Background: an optimization exercise with open tools, aiming at small area and a short achievable clock period. Do not read the settings as production practice.
Function was checked by simulation only, so behaviour that the tests miss may differ from the original.
Power and IR drop assume default switching activity.

the baseline:
==> flow/design.v <==
module risc_v_pipeline_cpu(
    input clk,
    input reset,
    output [31:0] instr_addr,
    input [31:0] instruction,
    output [31:0] data_addr,
    output [31:0] data_write,
    input [31:0] data_read,
    output mem_write_en,
    output mem_read_en
);
    reg [31:0] pc;
    reg [31:0] ifid_ins;
    reg        ifid_v;
    reg        ex_rw, ex_mr, ex_mw, ex_br, ex_jp;
    reg        ex_m2r;
    reg [4:0]  ex_rd;
    reg [31:0] ex_a, ex_r2;
    reg [11:0] ex_imm;     
    reg [21:0] ex_toff;    
    reg        ex_fa, ex_fs, ex_bMp, ex_bMn, ex_bI, ex_bR;
    reg        ex_fa_n, ex_fs_n, ex_bMp_n, ex_bMn_n, ex_bI_n, ex_bR_n;
    reg        ex_sub, ex_arith, ex_and, ex_or, ex_xor, ex_sl, ex_sr, ex_sra;
    reg        ex_sltx, ex_slts;
    reg        ex_shM;
    reg [4:0]  ex_shX;
    reg        mm_rw, mm_mr, mm_mw, mm_tk;
    reg        mm_m2r;
    reg [4:0]  mm_rd;
    reg [31:0] mm_res, mm_sd, mm_tgt;
    reg        wb_rw;
    reg [4:0]  wb_rd;
    reg [31:0] wb_d;
    reg [32*32-1:0] rf;    
    reg        rst_q;      
    wire [6:0] op  = ifid_ins[6:0];
    wire [4:0] rs1 = ifid_ins[19:15];
    wire [4:0] rs2 = ifid_ins[24:20];
    wire [4:0] rd  = ifid_ins[11:7];
    wire [2:0] f3  = ifid_ins[14:12];
    wire       f75 = ifid_ins[30];
    wire isR    = (op == 7'b0110011);
    wire isI    = (op == 7'b0010011);
    wire isLD   = (op == 7'b0000011);
    wire isST   = (op == 7'b0100011);
    wire isB    = (op == 7'b1100011);
    wire isJAL  = (op == 7'b1101111);
    wire isJALR = (op == 7'b1100111);
    wire d_rw  = isR | isI | isLD | isJAL | isJALR;
    wire d_src = isI | isLD | isST | isJALR;
    wire flush = mm_tk | ex_jp;
    wire stall = ifid_v & ex_mr &
                 (((ex_rd == rs1) & (rs1 != 5'd0)) | ((ex_rd == rs2) & (rs2 != 5'd0)));
    reg [31:0] rf1, rf2;
    integer k;
    always @(*) begin
        rf1 = 32'd0;
        rf2 = 32'd0;
        for (k = 1; k < 32; k = k + 1) begin
            rf1 = rf1 | ({32{rs1 == k}} & rf[k*32 +: 32]);
            rf2 = rf2 | ({32{rs2 == k}} & rf[k*32 +: 32]);
        end
    end
    wire sel_ld = mm_m2r & ~reset;
    wire sel_al = ~mm_m2r & ~reset;
    wire [31:0] wb_next = ({32{sel_ld}} & data_read) | ({32{sel_al}} & mm_res);
    wire wbh1 = mm_rw & (mm_rd == rs1);
    wire wbh2 = mm_rw & (mm_rd == rs2);
    wire fa_n = ex_rw & (ex_rd == rs1);
    wire fs_n = ex_rw & (ex_rd == rs2);
    wire useF3 = op[4] & ~op[6];
    wire f3_0 = (f3 == 3'b000), f3_1 = (f3 == 3'b001), f3_2 = (f3 == 3'b010),
         f3_3 = (f3 == 3'b011), f3_4 = (f3 == 3'b100), f3_5 = (f3 == 3'b101),
         f3_6 = (f3 == 3'b110), f3_7 = (f3 == 3'b111);
    wire sub_n = useF3 & ((f3_0 & f75 & op[5]) | f3_2 | f3_3);
    wire [20:0] immI = {{9{ifid_ins[31]}}, ifid_ins[31:20]};
    wire [20:0] immS = {{9{ifid_ins[31]}}, ifid_ins[31:25], ifid_ins[11:7]};
    wire [20:0] immB = {{9{ifid_ins[31]}}, ifid_ins[7], ifid_ins[30:25], ifid_ins[11:8], 1'b0};
    wire [20:0] immJ = {ifid_ins[31], ifid_ins[19:12], ifid_ins[20], ifid_ins[30:21], 1'b0};
    wire [11:0] imm_n = (isST ? immS[11:0] : immI[11:0]) ^ {12{sub_n}};
    wire [21:0] timm  = isJAL ? {immJ[20], immJ} : isB ? {immB[20], immB} : {immI[20], immI};
    wire [21:0] toff8 = timm - 22'd8;
    wire [21:0] toff4 = timm - 22'd4;
    wire [21:0] toff  = stall ? toff4 : toff8;
    assign instr_addr = pc;
    always @(posedge clk or posedge reset) begin
        if (reset)
            pc <= 32'd0;
        else if (mm_tk)
            pc <= mm_tgt;
        else if (~stall | ex_jp)
            pc <= pc + 32'd4;
    end
    always @(posedge clk or posedge reset) begin
        if (reset)
            ifid_v <= 1'b0;
        else if (flush)
            ifid_v <= 1'b0;
        else if (~stall)
            ifid_v <= 1'b1;
    end
    always @(posedge clk) begin
        if (~stall)
            ifid_ins <= instruction;
    end
    always @(posedge clk or posedge reset) begin
        if (reset) begin
            ex_rw <= 1'b0; ex_mr <= 1'b0; ex_mw <= 1'b0; ex_br <= 1'b0; ex_jp <= 1'b0;
        end else if (flush) begin
            ex_rw <= 1'b0; ex_mr <= 1'b0; ex_mw <= 1'b0; ex_br <= 1'b0; ex_jp <= 1'b0;
        end else begin
            ex_rw <= ifid_v & ~stall & d_rw & (rd != 5'd0);
            ex_mr <= ifid_v & ~stall & isLD;
            ex_mw <= ifid_v & ~stall & isST;
            ex_br <= ifid_v & isB;
            ex_jp <= ifid_v & (isJAL | isJALR);
        end
    end
    always @(posedge clk) begin
        ex_m2r <= isLD;
        ex_rd  <= rd;
        ex_a   <= wbh1 ? wb_next : rf1;
        ex_r2  <= (wbh2 ? wb_next : rf2) ^ {32{sub_n}};
        ex_imm  <= imm_n;
        ex_toff <= toff;
        ex_fa  <= fa_n;
        ex_fs  <= fs_n;
        ex_bMp <= ~d_src & fs_n & ~sub_n;
        ex_bMn <= ~d_src & fs_n & sub_n;
        ex_bI  <= d_src;
        ex_bR  <= ~d_src & ~fs_n;
        ex_fa_n  <= ~fa_n;
        ex_fs_n  <= ~fs_n;
        ex_bMp_n <= ~(~d_src & fs_n & ~sub_n);
        ex_bMn_n <= ~(~d_src & fs_n & sub_n);
        ex_bI_n  <= ~d_src;
        ex_bR_n  <= ~(~d_src & ~fs_n);
        ex_sub   <= sub_n;
        ex_arith <= ~useF3 | f3_0;
        ex_and   <= useF3 & f3_7;
        ex_or    <= useF3 & f3_6;
        ex_xor   <= useF3 & f3_4;
        ex_sl    <= useF3 & f3_1;
        ex_sr    <= useF3 & f3_5;
        ex_sra   <= useF3 & f3_5 & f75;
        ex_sltx  <= useF3 & (f3_2 | f3_3);
        ex_slts  <= useF3 & f3_2;
        ex_shM   <= ~d_src & fs_n;
        ex_shX   <= d_src ? ifid_ins[24:20] : (wbh2 ? wb_next[4:0] : rf2[4:0]);
    end
    wire [31:0] immA = {{20{ex_imm[11]}}, ex_imm[11:0]};
    wire [31:0] opA, sd, opB;
    assign opA[15:0]  = ex_fa ? mm_res[15:0] : ex_a[15:0];
    assign opA[31:16] = ex_fa_n ? ex_a[31:16] : mm_res[31:16];
    assign sd[15:0]   = ex_fs ? mm_res[15:0] : ex_r2[15:0];
    assign sd[31:16]  = ex_fs_n ? ex_r2[31:16] : mm_res[31:16];
    assign opB[15:0]  = ({16{ex_bMp}} & mm_res[15:0]) |
                        ({16{ex_bMn}} & ~mm_res[15:0]) |
                        ({16{ex_bI}}  & immA[15:0]) |
                        ({16{ex_bR}}  & ex_r2[15:0]);
    assign opB[31:16] = ~(({16{ex_bMp_n}} | ~mm_res[31:16]) &
                          ({16{ex_bMn_n}} | mm_res[31:16]) &
                          ({16{ex_bI_n}}  | ~immA[31:16]) &
                          ({16{ex_bR_n}}  | ~ex_r2[31:16]));
    wire ea = ex_slts & opA[31];
    wire eb = ex_slts ? opB[31] : 1'b1;
    wire [33:0] sumx = {ea, opA, 1'b1} + {eb, opB, ex_sub};
    wire [32:0] sum  = sumx[33:1];
    wire [4:0]  shamt = ex_shM ? mm_res[4:0] : ex_shX;
    function [31:0] rev32(input [31:0] x);
        integer j;
        for (j = 0; j < 32; j = j + 1) rev32[j] = x[31 - j];
    endfunction
    wire [31:0] sh_in = ex_sl ? rev32(opA) : opA;
    wire        fill  = ex_sra & opA[31];
    wire [63:0] shr   = {{32{fill}}, sh_in} >> shamt;
    wire [31:0] sh_out = ex_sl ? rev32(shr[31:0]) : shr[31:0];
    wire [31:0] other = ({32{ex_and}} & (opA & opB)) |
                        ({32{ex_or}}  & (opA | opB)) |
                        ({32{ex_xor}} & (opA ^ opB)) |
                        ({32{ex_sl | ex_sr}} & sh_out);
    wire [31:0] res = ({32{ex_arith}} & sum[31:0]) | other |
                      {31'd0, ex_sltx & sum[32]};
    wire tk = (ex_br & (opA == sd)) | ex_jp;
    wire [31:0] tgt = pc + {{10{ex_toff[21]}}, ex_toff};
    always @(posedge clk or posedge reset) begin
        if (reset) begin
            mm_rw <= 1'b0; mm_mr <= 1'b0; mm_mw <= 1'b0; mm_tk <= 1'b0;
        end else begin
            mm_rw <= ex_rw; mm_mr <= ex_mr; mm_mw <= ex_mw; mm_tk <= tk;
        end
    end
    always @(posedge clk) begin
        mm_m2r <= ex_m2r;
        mm_rd  <= ex_rd;
        mm_res <= res;
        mm_sd  <= sd;
        mm_tgt <= tgt;
    end
    assign data_addr    = mm_res;
    assign data_write   = mm_sd;
    assign mem_write_en = mm_mw;
    assign mem_read_en  = mm_mr;
    always @(posedge clk or posedge reset) begin
        if (reset)
            wb_rw <= 1'b0;
        else
            wb_rw <= mm_rw;
    end
    always @(posedge clk) begin
        wb_rd <= mm_rd;
        wb_d  <= wb_next;
        rst_q <= reset;
    end
    integer w;
    always @(posedge clk) begin
        for (w = 1; w < 32; w = w + 1)
            if (rst_q | (wb_rw & (wb_rd == w)))
                rf[w*32 +: 32] <= wb_d;
    end
endmodule
export LEC_CHECK = 0
export CAP_MARGIN = 20
export CORE_MARGIN = 2
export CORE_UTILIZATION = 55
export CTS_CLUSTER_DIAMETER = 60
export CTS_CLUSTER_SIZE = 20
export SLEW_MARGIN = 20
export TNS_END_PERCENT = 10
create_clock -name core_clock -period 9.0 [get_ports {clk}]
standard.sh (not shown) runs the stock make flow with config.mk's settings and CLKGATE_MAP_FILE= SYNTH_SCRIPT=/design/flow/synth_recipe.tcl, a recipe that flattens the netlist after the stock synthesis.
==> flow/flow/run.sh <==
#!/bin/bash
# Standard ORFS layout, with a stronger setup target for repair_timing.
# The SDC (clock period, I/O delays) is the standard flow's and is not changed.
set -euo pipefail
bash standard.sh SETUP_SLACK_MARGIN=6 finish > make_finish.log 2>&1
What the candidate does differently from the baseline at the input level:
diff --git a/flow/design.v b/flow/design.v
--- a/flow/design.v
+++ b/flow/design.v
@@ -15,10 +15,10 @@
     reg        ex_rw, ex_mr, ex_mw, ex_br, ex_jp;
     reg        ex_m2r;
     reg [4:0]  ex_rd;
     reg [31:0] ex_a, ex_r2;
-    reg [11:0] ex_imm;     
-    reg [21:0] ex_toff;    
+    reg [20:0] ex_imm;
+    reg        ex_bub;
     reg        ex_fa, ex_fs, ex_bMp, ex_bMn, ex_bI, ex_bR;
     reg        ex_fa_n, ex_fs_n, ex_bMp_n, ex_bMn_n, ex_bI_n, ex_bR_n;
     reg        ex_sub, ex_arith, ex_and, ex_or, ex_xor, ex_sl, ex_sr, ex_sra;
     reg        ex_sltx, ex_slts;
@@ -76,13 +76,9 @@
     wire [20:0] immI = {{9{ifid_ins[31]}}, ifid_ins[31:20]};
     wire [20:0] immS = {{9{ifid_ins[31]}}, ifid_ins[31:25], ifid_ins[11:7]};
     wire [20:0] immB = {{9{ifid_ins[31]}}, ifid_ins[7], ifid_ins[30:25], ifid_ins[11:8], 1'b0};
     wire [20:0] immJ = {ifid_ins[31], ifid_ins[19:12], ifid_ins[20], ifid_ins[30:21], 1'b0};
-    wire [11:0] imm_n = (isST ? immS[11:0] : immI[11:0]) ^ {12{sub_n}};
-    wire [21:0] timm  = isJAL ? {immJ[20], immJ} : isB ? {immB[20], immB} : {immI[20], immI};
-    wire [21:0] toff8 = timm - 22'd8;
-    wire [21:0] toff4 = timm - 22'd4;
-    wire [21:0] toff  = stall ? toff4 : toff8;
+    wire [20:0] imm_n = isJAL ? immJ : isB ? immB : ((isST ? immS : immI) ^ {21{sub_n}});
     assign instr_addr = pc;
     always @(posedge clk or posedge reset) begin
         if (reset)
             pc <= 32'd0;
@@ -120,10 +116,10 @@
         ex_m2r <= isLD;
         ex_rd  <= rd;
         ex_a   <= wbh1 ? wb_next : rf1;
         ex_r2  <= (wbh2 ? wb_next : rf2) ^ {32{sub_n}};
-        ex_imm  <= imm_n;
-        ex_toff <= toff;
+        ex_imm <= imm_n;
+        ex_bub <= stall;
         ex_fa  <= fa_n;
         ex_fs  <= fs_n;
         ex_bMp <= ~d_src & fs_n & ~sub_n;
         ex_bMn <= ~d_src & fs_n & sub_n;
@@ -163,27 +159,26 @@
                           ({16{ex_bI_n}}  | ~immA[31:16]) &
                           ({16{ex_bR_n}}  | ~ex_r2[31:16]));
     wire ea = ex_slts & opA[31];
     wire eb = ex_slts ? opB[31] : 1'b1;
-    wire [33:0] sumx = {ea, opA, 1'b1} + {eb, opB, ex_sub};
-    wire [32:0] sum  = sumx[33:1];
+    wire [32:0] sum  = {ea, opA} + {eb, opB} + {32'd0, ex_sub};
     wire [4:0]  shamt = ex_shM ? mm_res[4:0] : ex_shX;
-    function [31:0] rev32(input [31:0] x);
-        integer j;
-        for (j = 0; j < 32; j = j + 1) rev32[j] = x[31 - j];
-    endfunction
-    wire [31:0] sh_in = ex_sl ? rev32(opA) : opA;
-    wire        fill  = ex_sra & opA[31];
-    wire [63:0] shr   = {{32{fill}}, sh_in} >> shamt;
-    wire [31:0] sh_out = ex_sl ? rev32(shr[31:0]) : shr[31:0];
+    wire [31:0] shl = opA << shamt;
+    wire        fill = ex_sra & opA[31];
+    wire [63:0] shr = {{32{fill}}, opA} >> shamt;
     wire [31:0] other = ({32{ex_and}} & (opA & opB)) |
                         ({32{ex_or}}  & (opA | opB)) |
                         ({32{ex_xor}} & (opA ^ opB)) |
-                        ({32{ex_sl | ex_sr}} & sh_out);
+                        ({32{ex_sl}}  & shl) |
+                        ({32{ex_sr}}  & shr[31:0]);
     wire [31:0] res = ({32{ex_arith}} & sum[31:0]) | other |
                       {31'd0, ex_sltx & sum[32]};
     wire tk = (ex_br & (opA == sd)) | ex_jp;
-    wire [31:0] tgt = pc + {{10{ex_toff[21]}}, ex_toff};
+    wire [31:0] t_y = {{11{ex_imm[20]}}, ex_imm};
+    wire [31:0] t_z = ex_bub ? 32'hFFFFFFFC : 32'hFFFFFFF8;
+    wire [31:0] t_s = pc ^ t_y ^ t_z;
+    wire [31:0] t_c = {(pc[30:0] & t_y[30:0]) | (pc[30:0] & t_z[30:0]) | (t_y[30:0] & t_z[30:0]), 1'b0};
+    wire [31:0] tgt = t_s + t_c;
     always @(posedge clk or posedge reset) begin
         if (reset) begin
             mm_rw <= 1'b0; mm_mr <= 1'b0; mm_mw <= 1'b0; mm_tk <= 1'b0;
         end else begin
--- outcome ---
The candidate: full flow OK, the timing, DRC and antenna checks passed
Row setup slack of the worst register-to-register path: the candidate higher / the baseline lower
On global router's overall resource usage, the baseline tracks the candidate almost exactly.
In the metrics for the candidate and the baseline, the one carrying the lower number of non-clock inverters is the baseline.
The candidate vs the baseline, critical path class: register to output pin vs register to register
Number of global-route vias before repair in the candidate vs the baseline: up 1.4%
Comparing the candidate and the baseline, the lower logic gate share of total power is on the baseline.
The candidate vs the baseline: number of buffers outside the clock class in the layout down by a few percent
The candidate ended up with mm_res[2]$_DFF_P_ as its origin of the worst setup path; the baseline ended up with ifid_ins[22]$_DFFE_PN_.
Across both runs, fill cell instance count of the final layout was higher for the candidate than for the baseline.
In the candidate the quantity of gates resized following cts turned out 0.51% lower than in the baseline.

[static timing again, ports no longer ideal]
No port has a modelled driver above. Below, the same layouts with a new extraction and two added sets of constraints. Step 1 assumes that a clkbuf_16 drives the clock port and a buf_2 every other input. Step 2, shift: input delay + t, output delay - t, t = (earliest + latest rising clock arrival at the registers) / 2. This alone moves slack from input paths to output paths. Three values: ideal ports, drivers, drivers and shift; two values: the first two.
run | shift t [ns] | setup WS [ns] | worst register clock-pin slew, ns | worst slew at a driven data input, ns
the baseline | 0.814 | 5.566 / 5.509 / 4.857 | 0.09 / 0.09 | 0.10
the candidate | 0.810 | 5.657 / 5.584 / 4.988 | 0.09 / 0.09 | 0.07
After both steps every run listed still meets setup and hold. The setup slack of the baseline, which loses most, moves by -0.057 ns with the drivers and by -0.709 ns with both steps.
